What follows belongs to an exercise in optimizing a design on an open flow for small area; a production flow would make more cautious choices. No activity file was given, so power comes from the tool's default toggle rates.

== indigo ==
## L2RnR2L
module L2RnR2L(clk8,reset8,frame_busy,cmd_inst,cmd_data,neo_size,sizeplus1,
   l2r_data,l2r_done,l2r_go);
   input clk8;
   input reset8;
   input frame_busy;
   input [3:0] cmd_inst;
   input [27:0] cmd_data;
   input [7:0] neo_size;
   input [7:0] sizeplus1;
   output l2r_done;
   output [25:0] l2r_data;
   output l2r_go;
   localparam s_cmd   = 4'b0000;  
   localparam s_start = 4'b0001;
   localparam s_addr  = 4'b0011;
   localparam s_lim   = 4'b0010;
   localparam s_cmp   = 4'b0110;
   localparam s_color = 4'b0111;
   localparam s_go1   = 4'b0101;  
   localparam s_go    = 4'b1110;
   localparam s_busy1 = 4'b1100;
   localparam s_busy  = 4'b1101;
   localparam s_done  = 4'b1001;
   localparam s_cmd1  = 4'b1000;  
   localparam i_init  = 3'b000;
   localparam i_start = 3'b001;
   localparam i_addr  = 3'b011;
   localparam i_loop  = 3'b010;
   localparam i_iter  = 3'b110;
   localparam i_nexte = 3'b111;  
   localparam i_next  = 3'b101;
   localparam i_pause = 3'b100;  
   reg [3:0] mainsm;
   reg [2:0] iteraysm;
   reg [2:0] num_lites;
   reg [7:0] brite;
   reg wrap;             
   reg [4:0] la;         
   reg [7:0] lb;         
   reg [3:0] lc;         
   reg cmp_left, cmp_rite;
   reg [4:0] inner_rite_lite;
   reg [4:0] inner_rite_lim;
   reg [4:0] iteray;
   reg iteray_up;
   reg [11:0] random;
   reg [2:0] dcode;      
   assign l2r_data = {1'b0, la, lb, lc[3], 3'b000, lc[2], {3{lc[1]}}, {4{lc[0]}}};
   assign l2r_done = (mainsm == s_cmd1);
   assign l2r_go   = (mainsm == s_go) | (mainsm == s_busy1);
   wire cmdlike   = (mainsm == s_cmd) | (mainsm == s_cmd1);
   wire sel_color = (mainsm == s_go1);
   wire pend      = ~mainsm[3];
   wire iteray_done = (iteraysm == i_pause);
  ...
==> flow/config.mk <==
export PLATFORM = sky130hd
export DESIGN_NAME = L2RnR2L
export DESIGN_NICKNAME = L2RnR2L
export VERILOG_FILES = /design/flow/design.v
export SDC_FILE = /design/flow/constraint.sdc
export NUM_CORES = 4
export LEC_CHECK = 0
export CAP_MARGIN = 20
export CORE_MARGIN = 2
export CORE_UTILIZATION = 70
export PLACE_DENSITY = 0.85
export SLEW_MARGIN = 20
==> flow/constraint.sdc <==
create_clock -name core_clock -period 10.0 [get_ports {clk8}]
set_input_delay 2.0000 -clock core_clock [delete_from_list [all_inputs] [get_ports {clk8}]]
set_output_delay 2.0000 -clock core_clock [all_outputs]
set_load 0.01 [all_outputs]
standard.sh (not shown) runs the stock make flow with config.mk's settings and CLKGATE_MAP_FILE= SYNTH_SCRIPT=/design/flow/synth_recipe.tcl, a recipe that flattens the netlist after the stock synthesis.
==> flow/flow/run.sh <==
#!/bin/bash
set -euo pipefail
export BUFFER_PORTS_ARGS="-buffer_cell sky130_fd_sc_hd__buf_1"
export CTS_ARGS="-sink_clustering_enable -repair_clock_nets -dont_use_dummy_load"
bash standard.sh > standard.log 2>&1
#### Input delta (cedar over indigo)
--- a/flow/design.v
+++ b/flow/design.v
@@ -80,19 +80,18 @@
             add5[i] = x[i] ^ y[i] ^ c;
             c = (x[i] & y[i]) | (x[i] & c) | (y[i] & c);
          end
       end
    endfunction
    wire [4:0] inc  = la + 1'b1;
    wire [4:0] addr_p = wrap ? 5'd0 : inc;      
    wire [4:1] addr = pend ? addr_p[4:1] : la[4:1];
    wire at_max = (la == neo_size[4:0]);
-   wire pend16 = pend & ~wrap & (la == 5'd15);
    always @ (posedge clk8 or posedge reset8)
    begin
       if (reset8)
          mainsm <= s_cmd;
       else
          case (mainsm)
             s_cmd, s_cmd1:
                if (cmd_inst == 4'h6) mainsm <= s_start;
                else mainsm <= s_cmd;
@@ -203,38 +202,37 @@
          begin
             if (iteray_en == 1'b1 && it_eq)
                iteray_up <= 1'b0;
             else if (iteray_done == 1'b1)
                iteray_up <= 1'b1;
             iteray <= iteray ^ it_t;
          end
    end
    wire feedback = random[10] ~^ random[9];
-   wire [1:0] nx_code = pend16 ? random[10:9] : random[11:10];
    always @ (posedge clk8 or posedge reset8)
    begin
       if (reset8)
          begin
             random   <= 12'h563;
             dcode[2] <= 1'b0;
          end
       else
          begin
-            if (sel_color & pend16)
+            if (mainsm == s_cmd1 && la == 5'd15 && !at_max)
                random <= {random[10:0], feedback};
             if (iteray_done)
                dcode[2] <= 1'b1;
          end
    end
    always @ (posedge clk8)
    begin
       if (iteray_done)
-         dcode[1:0] <= nx_code;
+         dcode[1:0] <= random[11:10];
    end
    reg [3:0] rite_c, left_c, mix_c;
    always @*
    begin
       if (!dcode[2])
          begin
             rite_c = 4'b0110;
             left_c = 4'b0001;
             mix_c  = 4'b0111;
[summary]
- Quantity of gates resized following cts delta (indigo -> cedar): insignificant
- Cmp cedar vs indigo: power spent charging and discharging nets lower in cedar
- cedar ends up with a internal power consumption that is 35 uW lower than in indigo.
- [compare] base=indigo new=cedar: via count now larger; design area went up; number of buffers created by CTS saw little to no change; fmax climbed about 3.6%.
- Side by side, post-route fraction of the period consumed by the critical path turned out lower in cedar than in indigo.
- Summary — sequential share of power, cedar relative to indigo: higher, by 0.8 points.
- cedar against indigo: fraction of area in clock buffers and inverters ~0 delta; first-pass GRT wire length has increased; area added between synthesis and finish went up; transition time at the pin with the least slew margin moved down.
- cedar consumes less power than indigo does.
Function was not checked in any run of this note: the RTL went through the layout flow alone.

afterwards: timing with drivers on the ports:
The flow's constraints put no driver on any port. The routed layouts listed below were extracted and timed again, unchanged, in two steps.
Step 1, drivers: a clkbuf_16 drives clk8 and a buf_2 each remaining input, both assumed.
Step 2 adds t to the input delays and takes it off the output delays; t is the mean of the earliest and latest rising clock arrival at the registers after step 1. Input paths then give back, and output paths get back, about the clock's delay inside the block.
Three values: ideal ports, drivers, drivers and shift; two values: the first two.
| run | t, ns | setup slack, ns | worst setup path after step 2 | cell pins on the clock port's net |
|---|---|---|---|---|
| indigo | 0.366 | 5.601 / 5.607 / 5.241 | input to register | 1 |
| cedar | 0.365 | 5.753 / 5.763 / 5.398 | input to register | 1 |
After both steps setup and hold are still met in every run listed. The setup slack of indigo, which loses most, moves by +0.006 ns with the drivers and by -0.360 ns with both steps.
